This design comes from an exercise in tuning for small area, a short achievable clock period and few clock cycles per item on the open sky130 flow, not from production work. Function not checked in this run: the RTL went through the layout flow alone. Power is estimated from default activity; no workload was simulated.

==> flow/design.v <==
localparam XLEN = 32;
localparam XLEN_BYTES = XLEN / 8;
localparam RESET_VECTOR = 32'h00000000;
localparam INSTR_LEN = 32;
localparam INSTR_LEN_BYTES = INSTR_LEN / 8;
localparam DATA_LEN = XLEN;
localparam DATA_LEN_BYTES = DATA_LEN / 8;
localparam INSTR_MEM_WIDTH = XLEN;
localparam INSTR_MEM_DEPTH = 1024;
localparam INSTR_MEM_ADDR_WIDTH = $clog2(INSTR_MEM_DEPTH * INSTR_MEM_WIDTH / 8);
localparam INSTR_MEM_TAG_WIDTH = XLEN;
localparam DATA_MEM_WIDTH = XLEN;
localparam DATA_MEM_DEPTH = 1024;
localparam DATA_MEM_ADDR_WIDTH = $clog2(DATA_MEM_DEPTH * DATA_MEM_WIDTH / 8);
localparam REG_FILE_DEPTH = 32;
localparam REG_FILE_ADDR_WIDTH = $clog2(REG_FILE_DEPTH);
typedef struct packed {
  logic [31:0]             instr;
  logic [XLEN-1:0]         instr_tag;
  logic [4:0]              rs1_addr;
  logic [4:0]              rs2_addr;
  logic [XLEN-1:0]         imm;
  logic                    imm_valid;
  logic [4:0]              rd_addr;
  logic [$clog2(XLEN)-1:0] shamt;
  logic                    predicted_taken;
  logic alu;
  logic rs1;
  logic rs2;
  logic imm12;
  logic rd;
  logic shimm5;
  logic imm20;
  logic pc;
  logic load;
  logic store;
  logic lsu;
  logic add;
  logic sub;
  logic land;
  logic lor;
  logic lxor;
  logic sll;
  logic sra;
  logic srl;
  logic slt;
  logic unsign;
  logic condbr;
  logic beq;
  logic bne;
  logic bge;
  logic blt;
  logic jal;
  logic by;
  logic half;
  logic word;
  logic mul;
  logic rs1_sign;
  logic rs2_sign;
  logic low;
  logic div;
  logic rem;
  logic mac;
  logic macrst;
  logic nop;
  logic legal;
} idu0_out_t;
typedef struct packed {
  logic alu;
  logic rs1;
  logic rs2;
  logic imm12;
  logic rd;
  logic shimm5;
  logic imm20;
  logic pc;
  logic load;
  logic store;
  logic lsu;
  logic add;
  logic sub;
  logic land;
  logic lor;
  logic lxor;
  logic sll;
  logic sra;
  logic srl;
  logic slt;
  logic unsign;
  logic condbr;
  logic beq;
  logic bne;
  logic bge;
  logic blt;
  logic jal;
  logic by;
  logic half;
  logic word;
  logic mul;
  logic rs1_sign;
  logic rs2_sign;
  logic low;
  logic div;
  logic rem;
  logic mac;
  logic macrst;
  logic nop;
  logic legal;
} decode_out_t;
typedef struct packed {
  logic [31:0]             instr;
  logic [XLEN-1:0]         instr_tag;
  logic [XLEN-1:0]         rs1_data;
  logic [XLEN-1:0]         rs2_data;
  logic [4:0]              rs1_addr;
  logic [4:0]              rs2_addr;
  logic [XLEN-1:0]         imm;
  logic                    imm_valid;
  logic [4:0]              rd_addr;
  logic [$clog2(XLEN)-1:0] shamt;
  logic                    predicted_taken;
  logic alu;
  logic rs1;
  logic rs2;
  logic imm12;
  logic rd;
  logic shimm5;
  logic imm20;
  logic pc;
  logic load;
  logic store;
  logic lsu;
  logic add;
  logic sub;
  logic land;
  logic lor;
  logic lxor;
  logic sll;
  logic sra;
  logic srl;
  logic slt;
  logic unsign;
  logic condbr;
  logic beq;
  logic bne;
  logic bge;
  logic blt;
  logic jal;
  logic by;
  logic half;
  logic word;
  logic mul;
  logic rs1_sign;
  logic rs2_sign;
  logic low;
  logic div;
  logic rem;
  logic mac;
  logic macrst;
  logic nop;
  logic legal;
} idu1_out_t;
typedef struct packed {
  logic [31:0] instr;
  logic [XLEN-1:0] instr_tag;
  logic [4:0] rs1_addr;
  logic [4:0] rs2_addr;
  logic [4:0] rd_addr;
  logic mul;
  logic mac;
  logic macrst;
  logic alu;
  logic div;
  logic lsu;
} last_issued_instr_t;
typedef enum logic [2:0] {
  LSU_IDLE,
  LSU_LOAD_1,
  LSU_LOAD_2,
  LSU_DONE
} lsu_state_t;
module dff #(
    parameter int WIDTH = 1
) (
    input logic [WIDTH-1:0] din,
    input logic             clk,
    output logic [WIDTH-1:0] dout
);
  always_ff @(posedge clk) begin
    dout[WIDTH-1:0] <= din[WIDTH-1:0];
  end
endmodule
module dff_rst #(
    parameter int WIDTH = 1,
    parameter logic [WIDTH-1:0] RESET_VAL = 0
) (
    input logic [WIDTH-1:0] din,
    input logic             clk,
    input logic             rst_n,
    output logic [WIDTH-1:0] dout
);
  always_ff @(posedge clk) begin
    if (!rst_n) dout[WIDTH-1:0] <= RESET_VAL[WIDTH-1:0];
    else dout[WIDTH-1:0] <= din[WIDTH-1:0];
  end
endmodule
module dff_rst_flush #(
    parameter int WIDTH = 1,
    parameter logic [WIDTH-1:0] RESET_VAL = 0
) (
    input logic [WIDTH-1:0] din,
    input logic             clk,
    input logic             rst_n,
    input logic             flush,
    output logic [WIDTH-1:0] dout
);
  logic [WIDTH-1:0] din_i;
  logic [WIDTH-1:0] dout_i;
  assign din_i[WIDTH-1:0] = (flush) ? RESET_VAL[WIDTH-1:0] : din[WIDTH-1:0];
  assign dout[WIDTH-1:0]  = (flush) ? RESET_VAL[WIDTH-1:0] : dout_i[WIDTH-1:0];
  dff_rst_en #(WIDTH, RESET_VAL) dff_rst_inst (
      .din(din_i[WIDTH-1:0]),
      .clk(clk),
      .rst_n(rst_n),
      .en(~flush),
      .dout(dout_i[WIDTH-1:0])
  );
endmodule
module dff_rst_vector #(
    parameter int WIDTH = 1,
    parameter logic [WIDTH-1:0] RESET_VAL = 0
) (
    input  logic [WIDTH-1:0] din,
    input  logic             clk,
    input  logic             rst_n,
    input  logic [WIDTH-1:0] reset_val,
    output logic [WIDTH-1:0] dout
);
  always_ff @(posedge clk) begin
    if (!rst_n) dout[WIDTH-1:0] <= reset_val[WIDTH-1:0];
    else dout[WIDTH-1:0] <= din[WIDTH-1:0];
  end
endmodule
module dff_rst_en #(
    parameter int WIDTH = 1,
    parameter logic [WIDTH-1:0] RESET_VAL = 0
) (
    input logic [WIDTH-1:0] din,
    input logic             clk,
    input logic             rst_n,
    input logic             en,
    output logic [WIDTH-1:0] dout
);
  dff_rst #(WIDTH, RESET_VAL) dff_rst_inst (
      .din((en) ? din[WIDTH-1:0] : dout[WIDTH-1:0]),
      .*
  );
endmodule
module dff_rst_en_flush #(
    parameter int WIDTH = 1,
    parameter logic [WIDTH-1:0] RESET_VAL = 0
) (
    input logic [WIDTH-1:0] din,
    input logic             clk,
    input logic             rst_n,
    input logic             en,
    input logic             flush,
    output logic [WIDTH-1:0] dout
);
  logic [WIDTH-1:0] din_i;
  logic [WIDTH-1:0] dout_i;
  assign din_i[WIDTH-1:0] = (flush) ? RESET_VAL[WIDTH-1:0] : din[WIDTH-1:0];
  assign dout[WIDTH-1:0]  = (flush) ? RESET_VAL[WIDTH-1:0] : dout_i[WIDTH-1:0];
  dff_rst_en #(WIDTH, RESET_VAL) dff_rst_en_inst (
      .din  (din_i[WIDTH-1:0]),
      .clk  (clk),
      .rst_n(rst_n),
      .en   (en),
      .dout (dout_i[WIDTH-1:0])
  );
endmodule
module dff_rst_en_vector #(
    parameter int WIDTH = 1,
    parameter logic [WIDTH-1:0] RESET_VAL = 0
) (
    input logic [WIDTH-1:0] din,
    input logic             clk,
    input logic             rst_n,
    input logic [WIDTH-1:0] reset_val,
    input logic             en,
    output logic [WIDTH-1:0] dout
);
  dff_rst_vector #(WIDTH, RESET_VAL) dff_rst_inst (
      .din((en) ? din[WIDTH-1:0] : dout[WIDTH-1:0]),
      .*
  );
endmodule
module pc #(
    parameter int PC_WIDTH = 32,
    parameter logic [PC_WIDTH-1:0] INC_AMOUNT = 4
) (
    input logic                  clk,
    input logic                  rst_n,
    input logic [PC_WIDTH-1:0]   reset_vector,
    input logic                  load,
    input logic                  inc,
    input logic                  stall,
    input logic                  predict_take_branch,
    input logic [PC_WIDTH-1:0]   predict_target_pc_in,
    input  logic [PC_WIDTH-1:0] pc_in,
    output logic [PC_WIDTH-1:0] pc_out,
    output logic                pc_out_valid
);
    logic [PC_WIDTH-1:0] pc_d, pc_q;
    logic update_pc;
    dff_rst_en_vector #(PC_WIDTH) pc_dff (
        .clk      (clk),
        .rst_n    (rst_n),
        .reset_val(reset_vector[PC_WIDTH-1:0]),
        .en       (update_pc),
        .din      (pc_d[PC_WIDTH-1:0]),
        .dout     (pc_q[PC_WIDTH-1:0])
    );
    logic [PC_WIDTH-1:0] last_pc;
    always_ff @(posedge clk) begin
        if (!rst_n) begin
            last_pc <= 'b0;
        end else if (!stall) begin
            last_pc <= pc_q;
        end
    end
  always_comb begin
        pc_out_valid = 1'b1;  
        if (load) begin
            update_pc = 1'b1;
            pc_d = pc_in;
        end else if (stall) begin
            update_pc = 1'b0;
            pc_d = 'b0;  
        end else if (predict_take_branch) begin
            update_pc = 1'b1;
            pc_d = predict_target_pc_in + 4;
        end else if (inc) begin
            update_pc = 1'b1;
            pc_d = pc_q + INC_AMOUNT;
        end else begin
            update_pc = 1'b0;
            pc_d = 'b0;  
            pc_out_valid = 1'b0;
        end
    end
    assign pc_out[PC_WIDTH-1:0] = (stall) ? last_pc[PC_WIDTH-1:0] : pc_q[PC_WIDTH-1:0];
endmodule
module twoscomp #(
    parameter WIDTH = 32
) (
    input logic [WIDTH-1:0] din,
    output logic [WIDTH-1:0] dout
);
  logic [WIDTH-1:1] dout_temp;   
  genvar i;
  for (i = 1; i < WIDTH; i++) begin : flip_after_first_one
    assign dout_temp[i] = (|din[i-1:0]) ? ~din[i] : din[i];
  end : flip_after_first_one
  assign dout[WIDTH-1:0] = {dout_temp[WIDTH-1:1], din[0]};
endmodule   
module tv_div (
    input  logic        clk,
    input  logic        rst_n,
    input  logic        start,          
    input  logic        op_unsigned,    
    input  logic        op_rem,         
    input  logic [31:0] dividend,
    input  logic [31:0] divisor,
    output logic        busy,
    output logic        result_valid,
    output logic [31:0] result
);
  localparam logic [1:0] S_IDLE = 2'd0, S_ITER = 2'd1, S_DONE = 2'd2;
  logic [1:0]  state;
  logic [31:0] r, q;
  logic [34:0] n;        
  logic        c;
  logic [4:0]  cnt;
  logic        rem, neg;
  function automatic logic [5:0] lzc32(input logic [31:0] x);
    logic [15:0] v1; logic [15:0] c1;
    logic [7:0]  v2; logic [1:0] c2 [8];
    logic [3:0]  v3; logic [2:0] c3 [4];
    logic [1:0]  v4; logic [3:0] c4 [2];
    logic [4:0]  c5;
    for (int i = 0; i < 16; i++) begin
      v1[i] = x[2*i+1] | x[2*i];
      c1[i] = ~x[2*i+1];
    end
    for (int i = 0; i < 8; i++) begin
      v2[i] = v1[2*i+1] | v1[2*i];
      c2[i] = v1[2*i+1] ? {1'b0, c1[2*i+1]} : {1'b1, c1[2*i]};
    end
    for (int i = 0; i < 4; i++) begin
      v3[i] = v2[2*i+1] | v2[2*i];
      c3[i] = v2[2*i+1] ? {1'b0, c2[2*i+1]} : {1'b1, c2[2*i]};
    end
    for (int i = 0; i < 2; i++) begin
      v4[i] = v3[2*i+1] | v3[2*i];
      c4[i] = v3[2*i+1] ? {1'b0, c3[2*i+1]} : {1'b1, c3[2*i]};
    end
    c5 = v4[1] ? {1'b0, c4[1]} : {1'b1, c4[0]};
    lzc32 = (v4[1] | v4[0]) ? {1'b0, c5} : 6'd32;
  endfunction
  function automatic logic [31:0] cneg32(input logic [31:0] x, input logic s);
    logic [31:0] o [6];   
    o[0] = x;
    for (int k = 0; k < 5; k++)
      for (int i = 0; i < 32; i++)
        o[k+1][i] = ((i >> k) & 1) ? (o[k][i] | o[k][((i >> k) << k) - 1]) : o[k][i];
    cneg32 = x ^ ({32{s}} & {o[5][30:0], 1'b0});
  endfunction
  wire iter = (state == S_ITER);
  wire signed_op = ~op_unsigned;
  wire        sa = signed_op & dividend[31];
  wire        sb = signed_op & divisor[31];
  wire [31:0] a2 = sa ? {~dividend[30:0], 1'b1} : dividend;
  wire [31:0] b1 = divisor  ^ {32{sb}};            
  wire [31:0] abs_a = cneg32(dividend, sa);
  wire        dz = ~|divisor;
  wire [6:0] s  = 7'(lzc32(b1)) - 7'(lzc32(a2));
  wire       z  = s[6];
  wire [4:0] sh = (s[5] ? 5'd31 : s[4:0]) | 5'd1;
  wire [34:0] n_in  = {3'b111, ~b1};               
  wire [65:0] n_f   = {n_in, {31{~sb}}} << sh;     
  wire [34:0] n_sh  = n_f[65:31];
  wire [4:0]  cnt_in = {1'b0, sh[4:1]};            
  wire [34:0] x0 = {3'b000, r} + n + {34'd0, c};
  wire        g0 = ~x0[34] & iter;
  wire [31:0] r1 = g0 ? x0[31:0] : r;
  wire [34:0] x1 = {3'b000, r1} + {n[34], n[34:1]} + {34'd0, c};
  wire        g1 = ~x1[34] & iter;
  wire [31:0] r2 = g1 ? x1[31:0] : r1;
  assign busy         = iter;
  assign result_valid = (state == S_DONE);
  wire cap = start & ~iter;
  always_ff @(posedge clk) begin
    if (!rst_n) state <= S_IDLE;
    else if (iter) state <= (cnt == 5'd0) ? S_DONE : S_ITER;
    else           state <= cap ? ((z | dz) ? S_DONE : S_ITER) : S_IDLE;
  end
  always_ff @(posedge clk) begin
    if (cap) begin
      r   <= abs_a;
      n   <= n_sh;
      c   <= ~sb;
      cnt <= cnt_in;
      q   <= {32{dz}};
      rem <= op_rem;
      neg <= signed_op & (op_rem ? dividend[31] : ((dividend[31] ^ divisor[31]) & ~dz));
    end else begin
      r   <= r2;                      
      q   <= {q[29:0], g0, g1};
      n   <= {{2{n[34]}}, n[34:2]};
      cnt <= cnt - 5'd1;
    end
  end
  wire [31:0] x = rem ? r : q;
  assign result = cneg32(x, neg);
endmodule
==> flow/flow/run.sh <==
#!/bin/bash
# The standard layout, with the port buffers made of plain buffers (buf_2) instead of the
# default delay-buffer cell, and the resizer free to pick any cell footprint.
set -euo pipefail
bash standard.sh BUFFER_PORTS_ARGS="-buffer_cell sky130_fd_sc_hd__buf_2" MATCH_CELL_FOOTPRINT=0 finish > make_finish.log 2>&1
==> flow/standard.sh <==
#!/bin/bash
# synth_recipe.tcl (not shown) runs the flow's synth.tcl, then flattens the netlist and writes it again
# the make line also repeats each setting of config.mk as NAME=value (left out here)
make -C /OpenROAD-flow-scripts/flow DESIGN_CONFIG=/design/flow/config.mk WORK_HOME=/design/flow/orfs CLKGATE_MAP_FILE= SYNTH_SCRIPT=/design/flow/synth_recipe.tcl "${@:-finish}"
==> flow/config.mk <==
export PLATFORM = sky130hd
export DESIGN_NAME = tv_div
export DESIGN_NICKNAME = tv_div
export VERILOG_FILES = /design/flow/design.v
export SDC_FILE = /design/flow/constraint.sdc
export NUM_CORES = 4
export LEC_CHECK = 0
export ABC_AREA = 1
export CAP_MARGIN = 20
export CORE_MARGIN = 2
export CORE_UTILIZATION = 40
export SETUP_SLACK_MARGIN = 3.0
export SLEW_MARGIN = 20
==> flow/constraint.sdc <==
create_clock -name core_clock -period 7.5 [get_ports {clk}]
set_input_delay 1.5000 -clock core_clock [delete_from_list [all_inputs] [get_ports {clk}]]
set_output_delay 1.5000 -clock core_clock [all_outputs]
set_load 0.01 [all_outputs]
==> run notes <==
[worst max-delay path, stage by stage]
cell and delay [ns]:
buf_16 0.11, clkinv_8 0.06, nor2_4 0.35, nand2_1 0.14
nand2_1 0.14, nor2_2 0.08, nand3_4 0.11, nor2_4 0.04
buf_4 0.15, nand2_2 0.10, inv_1 0.05, ha_1 0.43
inv_1 0.52, nand2_8 0.17, nand3b_4 0.15, buf_12 0.22
buf_12 0.14, clkinv_8 0.07, nand3_2 0.08, nand3_2 0.16
nand3_4 0.14, nand3_1 0.11
[power by group through the flow]
stage          Clock [mW]  Combinational (mW)  Sequential, mW
4_1_cts             0.542                5.08            1.12
6_report            0.546                6.44            1.19
2_1_floorplan           0                3.12           0.902
3_5_place_dp            0                4.00            1.06
5_1_grt             0.568                6.91            1.19
3_3_place_gp            0                3.99            1.06
[routing by layer]
| layer | vias to the layer above | GRT usage [%] |
|---|---|---|
| li1 | 7598 | - |
| met2 | 912 | 50.66 |
| met5 | - | 0 |
| met1 | 7555 | 42.01 |
| met3 | 273 | 4.951 |
| met4 | 2 | 10.55 |
[what timing repair did]
item | 4_1_cts | 5_1_grt
cloned | 28 | 21
buffers inserted | 121 | 79
pin swaps | 106 | 139
resized for setup | 403 | 412
endpoints found under the setup margin | 89 | 77
[final cells by class]
type | count | area (um^2) | share of cell area [%]
clock buffer | 9 | 225.2 | 1.180
tap | 396 | 495.5 | 2.597
clock inverter | 7 | 91.34 | 0.4787
multi-input combinational | 1703 | 11960 | 62.66
timing repair buffer | 327 | 2903 | 15.21
timing repair inverter | 13 | 161.4 | 0.8460
inverter | 213 | 923.4 | 4.840
sequential | 109 | 2322 | 12.17
antenna | 1 | 2.502 | 0.01312
[cells in the mapped netlist (16+ instances only)]
library cell / count / area [um^2]
o21ai_0: 169 / 845.8
nor3_1: 19 / 95.09
buf_4: 16 / 120.1
ha_1: 68 / 850.8
xnor2_1: 35 / 306.5
nand3_1: 245 / 1226
dfxtp_1: 105 / 2102
nand2_1: 619 / 2323
a21oi_1: 120 / 600.6
nor2_1: 130 / 488.0
inv_1: 205 / 769.5
nand4_1: 53 / 331.6
clkbuf_1: 35 / 131.4
buf_2: 16 / 80.08
xor2_1: 75 / 656.9
[registers in the layout, indices dropped and copies added (netlist names)]
name and flops:
n 35, cnt 5, r 32, rem 1, state 2, c 1
neg 1, q 32
[final timing paths]
path           end  slack [ns]
max          n[30]        2.69
min reg2reg  q[25]        0.45
min          q[25]        0.45
max reg2reg  r[14]        2.81
[stage by stage]
stage | utilization (%) | worst slack [ns] | area (um^2) | std cells
final | 62.37 | 2.692 | 19080 | 2778
after global routing | 62.37 | 2.646 | 19080 | 2777
after CTS | 53.55 | 2.980 | 16380 | 2676
after detailed placement | 42.95 | 1.178 | 13140 | 2511
after global placement | 42.95 | 1.208 | 13140 | 2511
after floorplan | - | 2.903 | 12520 | 2086
[cell usage in the layout, fill, tap and decap left out, types with 18 or more instances in the layout]
cell type  count
a21oi_1       92
nand4_1       53
nand2_4       21
dfxtp_2       26
nand3_4       31
nor2_4        25
inv_1        182
ha_1          25
nand2_2       96
nor2_2        19
dfxtp_4       18
buf_6         24
nor2_1       100
a21oi_2       23
xor2_1        72
inv_2         23
dfxtp_1       61
ha_4          39
nand3_1      122
clkbuf_16     19
buf_2         99
nand2_1      513
o21ai_0       90
buf_4        159
o21ai_2       29
nand3_2      100
o21ai_1       44
buf_12        26
xnor2_1       35
[cells by family (layout without fill, tap and decap cells)]
| family | after synthesis | in the layout | share of synthesized area [%] |
|---|---|---|---|
| other | 0 | 1 | 0 |
| and+or+nand+nor | 1115 | 1136 | 39.09 |
| xor gates and xnor gates | 112 | 112 | 8.006 |
| adders and majority gates | 73 | 73 | 7.644 |
| DFF | 109 | 109 | 17.86 |
| buffers and inverters | 295 | 569 | 9.907 |
| AOI/OAI and AO/OA | 366 | 366 | 16.19 |
| muxes | 16 | 16 | 1.297 |
==> key figures <==
Global route
  • GR Util All Layers: 31.18%
  • First-pass GRT wire length: 80830 um
  • Largest net degree at the start of global routing: 65
  • Vias in the first global route: 14117
  • Gr ovfl total: 0
  • Antenna violations before repair: 2

Timing
  • Max-slew violation count: 0
  • Least-Margin Pin Slew: 1.235 ns
  • Hold Vio Cnt, Final: 0
  • Max Clk Rate: 0.2080 GHz
  • Worst Hold Margin: 0.4468 ns
  • Period utilization: 64.11%
  • RSZ-0062 raised after global routing: true
  • Fin crit period: 4.808 ns
  • Final setup viols: 0
  • Final TNS setup: 0 ns
  • Slew headroom: 17.05%
  • Clock Skews: 0.01541 ns

Clock tree
  • # hold bufs at CTS: 0
  • Clock Latency Late Sink: 0.38 ns
  • Num CTS Buffers: 9
  • H-tree depth: 3
  • CTS root buf: clkbuf_16
  • CTS tree: yes
  • Worst-path clk slew: 0.09 ns
  • CTS Sinks: 109
  • Max Buffers Root-to-Sink: 2

Detailed routing
  • Drc violations: 0
  • Drt pass-1 iters: 8
  • Met2 Routed Length: 26410 um
  • Top Layer Used: met5
  • DR vias: 16340
  • Met1 WL: 23220 um
  • Met3 WL: 5376 um
  • Vias per inst: 5.882
  • Number of DRC markers in iteration 0: 1725
  • ANT nets after route: 0
  • Routed wire length: 58250 um
  • WL/cell: 20.97 um

Pwr
  • Cell Int Power: 3.844 mW
  • Psw: 4.331 mW
  • Clock share of power: 6.7%
  • PwrDens: 428.4 mW/mm^2
  • Leak: 8.803 nW
  • Final Power: 8.175 mW
  • Switching Fraction: 52.98%
  • Reg power frac: 14.5%
  • Combinational power share: 78.8%
  • VDD IR max: 185.3 uV

Critical path
  • Worst R2R Path Depth: 26
  • CP Capture Type: flip-flop
  • Crit-path max FO: 13
  • Crit path DAT: 5.06 ns
  • Startpoint Class: input port
  • CP Launch Point: divisor[31]
  • RR Startpoint: n[30]
  • Data required, critical path: 7.76 ns
  • Crit path kind: in2reg

Synth
  • Synth Area per Inst: 5.964 um^2
  • Post-Synthesis Net Count: 2228
  • Yosys reg bits: 109
  • YS warnings: 9
  • Async SR Flop Fraction: 0%
  • Distinct cell type count after synthesis: 53
  • Sequential fraction of the synthesis area: 17.86%
  • Synth Flop Type: dfxtp_1
  • Mapped Area: 0.01244 mm^2
  • Gate Count Post-Synth: 2086
  • EDFF count, synth: 4

Place
  • IO Port Bufs: 102
  • Hpwl dp: 35810 um
  • Routability cong.: 0.9781

Floorplan
  • Die area: 0.03253 mm^2
  • Die Y: 180.4 um
  • Die Span X: 180.4 um
  • # rows: 64
  • Initial Util: 40.67%
  • Total core area: 0.03059 mm^2
  • I/O Pins: 103

Finish
  • FILL cells: 2687
  • Share of post-route cells with drive strength above 1: 37.97%
  • P&R area growth vs syn: 53.36%
  • Nets@finish: 2518

Min path
  • Hold Startpoint: q[23]
  • Hold Path Class: reg2reg
  • Hold Path Depth: 2

Run status
  • Status: finished clean

Flow run
  • Max-cap violations: 0

==> what the ideal ports hide <==
The flow's constraints put no driver on any port. The routed layout listed below was extracted and timed again, unchanged, in two steps. Step 1 (the two cells are an assumption about what drives the block):
set clk [get_ports {clk}]
set_driving_cell -lib_cell sky130_fd_sc_hd__clkbuf_16 $clk
set_driving_cell -lib_cell sky130_fd_sc_hd__buf_2 [delete_from_list [all_inputs] $clk]
Step 2, shift: input delay + t, output delay - t, t = (earliest + latest rising clock arrival at the registers) / 2. This alone moves slack from input paths to output paths. Three values: ideal ports, drivers, drivers and shift; two values: the first two.
t (ns): 0.424
slack for setup (ns): 2.692 / 2.652 / 2.228
pins driven straight from the clock port: 1
After both steps this run still meets setup and hold. The setup slack of this run moves by -0.040 ns with the drivers and by -0.464 ns with both steps.
